Context: an optimization exercise on an open-source flow, tuned for small area, a short achievable clock period and few clock cycles per item. The choices shown serve that exercise and are no tape-out recipe.
Where RTL was checked, it was by simulation tests only, not by an equivalence proof against the original.
Power is estimated from default activity; no workload was simulated.

==> module ysyx_divunit, before the edit <==
module ysyx_divunit (
    input             clk,
    input             rstn,
    input             div_valid,
    input             div_word,
    input             div_sign,
    input             alu_sec,
    input      [63:0] dividend,
    input      [63:0] divisor,
    output            res_rdy,
    output     [63:0] div_res
);
localparam S_IDLE = 3'd0, S_SHIFT = 3'd1, S_ITER = 3'd2, S_NEG = 3'd3, S_DONE = 3'd4;
reg  [2:0]  state;
reg  [63:0] rem;      
reg  [63:0] dsr;      
reg  [63:0] quo;      
reg  [5:0]  cnt;      
reg         nb_r, sec_r, w_r, cin_r, negq_r, negr_r, done_r;
reg  [2:0]  f1, f0;
wire [63:0] a64 = div_word ? {{32{div_sign & dividend[31]}}, dividend[31:0]} : dividend;
wire [63:0] b64 = div_word ? {{32{div_sign & divisor[31]}},  divisor[31:0]}  : divisor;
wire        na  = div_sign & a64[63];
wire        nb  = div_sign & b64[63];
wire [63:0] xa  = a64 ^ {64{na}};    
wire [63:0] xb  = b64 ^ {64{nb}};    
function [6:0] msb64(input [63:0] x);
    reg [31:0] v1; reg [1*32-1:0] p1;
    reg [15:0] v2; reg [2*16-1:0] p2;
    reg [7:0]  v3; reg [3*8-1:0]  p3;
    reg [3:0]  v4; reg [4*4-1:0]  p4;
    reg [1:0]  v5; reg [5*2-1:0]  p5;
    integer i;
    begin
        for (i = 0; i < 32; i = i + 1) begin
            v1[i] = x[2*i+1] | x[2*i];
            p1[i] = x[2*i+1];
        end
        for (i = 0; i < 16; i = i + 1) begin
            v2[i] = v1[2*i+1] | v1[2*i];
            p2[2*i +: 2] = v1[2*i+1] ? {1'b1, p1[(2*i+1)*1 +: 1]} : {1'b0, p1[(2*i)*1 +: 1]};
        end
        for (i = 0; i < 8; i = i + 1) begin
            v3[i] = v2[2*i+1] | v2[2*i];
            p3[3*i +: 3] = v2[2*i+1] ? {1'b1, p2[(2*i+1)*2 +: 2]} : {1'b0, p2[(2*i)*2 +: 2]};
        end
        for (i = 0; i < 4; i = i + 1) begin
            v4[i] = v3[2*i+1] | v3[2*i];
            p4[4*i +: 4] = v3[2*i+1] ? {1'b1, p3[(2*i+1)*3 +: 3]} : {1'b0, p3[(2*i)*3 +: 3]};
        end
        for (i = 0; i < 2; i = i + 1) begin
            v5[i] = v4[2*i+1] | v4[2*i];
            p5[5*i +: 5] = v4[2*i+1] ? {1'b1, p4[(2*i+1)*4 +: 4]} : {1'b0, p4[(2*i)*4 +: 4]};
        end
        msb64 = {v5[1] | v5[0], v5[1] ? {1'b1, p5[9:5]} : {1'b0, p5[4:0]}};
    end
endfunction
wire [6:0] ma = msb64(xa);
wire [6:0] mb = msb64(xb);
wire       va = ma[6], vb = mb[6];
wire [5:0] pa = ma[5:0], pb = mb[5:0];
wire       bz   = ~vb & ~nb;                                  
wire [6:0] dab  = {1'b0, pa} - {1'b0, pb};
wire       lt0  = dab[6];                                     
wire       lt1  = dab[6] & ~(&dab);                           
wire       k0   = bz | (na ? (vb & (va ? lt1 : (pb != 6'd0))) : (~va | (vb & lt0)));
wire [5:0] sdif = (va ? pa + 6'd1 : 6'd0) + {5'd0, na} - (vb ? pb + 6'd1 : 6'd1);
wire [63:0] y0 = quo;
wire [63:0] y1 = cnt[0] ? {y0[62:0], {1{nb_r}}}  : y0;
wire [63:0] y2 = cnt[1] ? {y1[61:0], {2{nb_r}}}  : y1;
wire [63:0] y3 = cnt[2] ? {y2[59:0], {4{nb_r}}}  : y2;
wire [63:0] y4 = cnt[3] ? {y3[55:0], {8{nb_r}}}  : y3;
wire [63:0] y5 = cnt[4] ? {y4[47:0], {16{nb_r}}} : y4;
wire [63:0] y6 = cnt[5] ? {y5[31:0], {32{nb_r}}} : y5;
wire        q;
wire [63:0] t;
add_pfx #(.N(64)) u_add (.a(rem), .b(~dsr), .ci(cin_r), .s(t), .co(q));
wire last   = (cnt == 6'd0);
wire s_idle = (state == S_IDLE), s_sh = (state == S_SHIFT), s_iter = (state == S_ITER), s_neg = (state == S_NEG);
wire mvq    = s_iter & last & ~sec_r;                 
wire take   = (q & s_iter & ~mvq) | s_sh | s_neg;
wire [63:0] alt = s_idle ? xa : (mvq ? {quo[62:0], q} : rem);
always @(posedge clk or negedge rstn) begin
    if (!rstn) begin
        state  <= S_IDLE;
        done_r <= 1'b0;
    end else begin
        done_r <= 1'b0;
        case (state)
            S_IDLE:  if (div_valid) begin
                         if (k0) begin state <= S_DONE; done_r <= 1'b1; end else state <= S_SHIFT;
                     end
            S_SHIFT: state <= S_ITER;
            S_ITER:  if (last) begin
                         if (negq_r | negr_r) state <= S_NEG;
                         else begin state <= S_DONE; done_r <= 1'b1; end
                     end
            S_NEG:   begin state <= S_DONE; done_r <= 1'b1; end
            default: state <= S_IDLE;
        endcase
    end
end
always @(posedge clk) begin
    rem <= take ? t : alt;
    case (state)
        S_IDLE: begin
            quo    <= xb;
            dsr    <= {64{1'b1}};
            nb_r   <= nb;
            sec_r  <= alu_sec;
            w_r    <= div_word;
            cin_r  <= na;
            negq_r <= ~alu_sec & (na ^ nb);
            negr_r <= alu_sec & na;
            cnt    <= sdif;
            if (!k0) begin
                f1 <= 3'b111;
                f0 <= 3'b000;
            end else if (alu_sec) begin    
                f1 <= {~na & ~div_word, ~na, ~na};
                f0 <= {na & ~div_word, na, na};
            end else begin                 
                f1 <= {bz & ~na & ~div_word, bz & ~na, bz};
                f0 <= {bz & ~na & ~div_word, bz & ~na, bz};
            end
        end
        S_SHIFT: begin
            dsr   <= y6;
            quo   <= 64'd0;
            cin_r <= ~nb_r;
        end
        S_ITER: begin
            dsr <= last ? 64'd0 : {1'b0, dsr[63:1]};
            quo <= {quo[62:0], q};
            cnt <= cnt - 6'd1;
            if (last) cin_r <= 1'b0;
        end
        S_NEG: begin
            f1 <= 3'b000;
            f0 <= {~w_r, 2'b11};
        end
        default: ;
    endcase
end
genvar gi;
generate
    for (gi = 0; gi < 64; gi = gi + 1) begin : g_out
        localparam integer G = (gi == 0) ? 0 : (gi < 32) ? 1 : 2;
        assign div_res[gi] = rem[gi] ? f1[G] : f0[G];
    end
endgenerate
assign res_rdy = done_r;
endmodule
clock: 10.0 ns
lec_check: 0
cap_margin: 20
core_margin: 2
core_utilization: 50
place_density: 0.6
setup_slack_margin: 5
slew_margin: 20
run.sh (not shown) runs the stock make flow with config.mk's settings and CLKGATE_MAP_FILE= SYNTH_SCRIPT=/design/flow/synth_recipe.tcl, a recipe that flattens the netlist after the stock synthesis.
Rerun with:
--- a/flow/design.v
+++ b/flow/design.v
@@ -56,14 +56,13 @@
     end
 endfunction
-wire [6:0] ma = msb64(xa);
+wire [63:0] xa2 = na ? {~a64[62:0], 1'b1} : a64;
+wire [6:0] ma = msb64(xa2);
 wire [6:0] mb = msb64(xb);
 wire       va = ma[6], vb = mb[6];
-wire [5:0] pa = ma[5:0], pb = mb[5:0];
+wire [5:0] pa = ma[5:0];
+wire [5:0] pb = vb ? mb[5:0] : 6'd0;
 wire       bz   = ~vb & ~nb;                                  
-wire [6:0] dab  = {1'b0, pa} - {1'b0, pb};
-wire       lt0  = dab[6];                                     
-wire       lt1  = dab[6] & ~(&dab);                           
-wire       k0   = bz | (na ? (vb & (va ? lt1 : (pb != 6'd0))) : (~va | (vb & lt0)));
-wire [5:0] sdif = (va ? pa + 6'd1 : 6'd0) + {5'd0, na} - (vb ? pb + 6'd1 : 6'd1);
+wire [6:0] sdif = {1'b0, pa} - {1'b0, pb};                    
+wire       k0   = bz | ~va | sdif[6];                         
 wire [63:0] y0 = quo;
 wire [63:0] y1 = cnt[0] ? {y0[62:0], {1{nb_r}}}  : y0;
@@ -113,5 +112,5 @@
             negq_r <= ~alu_sec & (na ^ nb);
             negr_r <= alu_sec & na;
-            cnt    <= sdif;
+            cnt    <= sdif[5:0];
             if (!k0) begin
                 f1 <= 3'b111;
The changed run passed the timing, design-rule and antenna checks.
Routed wire length rose by 2.0%.
Global-route usage rose by 2.4 points.
Non-clock buffer count fell by 1.
Via count fell by 1.1%.
Setup slack improves by 0.11 ns.
Critical path depth fell by 1.
Total power rose by about 0.75%.
Testbench counts after the change, summed over its fixed seeds: cycles 36,333, divs 3,200.
Only the layout flow was run in the first run of this note; the RTL was not checked for function there.

-- separate check: timing with driven ports --
Ports are ideal in the flow. The routed layouts listed here were re-timed in OpenROAD. Step 1 assumes that a clkbuf_16 drives the clock port and a buf_2 every other input. Step 2 times the ports against the registers' clock, not the clock port: input delays grow and output delays shrink by t, the midpoint of the rising clock arrivals with the driver on. a / b / c = no drivers / after step 1 / after step 2; a / b = the first two.
| run | t, ns | slack for setup (ns) | worst setup path at the end | latest minus earliest clock arrival (ns) |
|---|---|---|---|---|
| the first run | 0.613 | 4.057 / 4.002 / 3.389 | input to register | 0.026 / 0.026 |
| the second run | 0.613 | 4.163 / 4.163 / 3.550 | input to register | 0.029 / 0.029 |
After both steps every run listed still meets setup and hold. For the first run, which loses most, drivers alone change the setup slack by -0.055 ns; drivers and shift together by -0.668 ns.
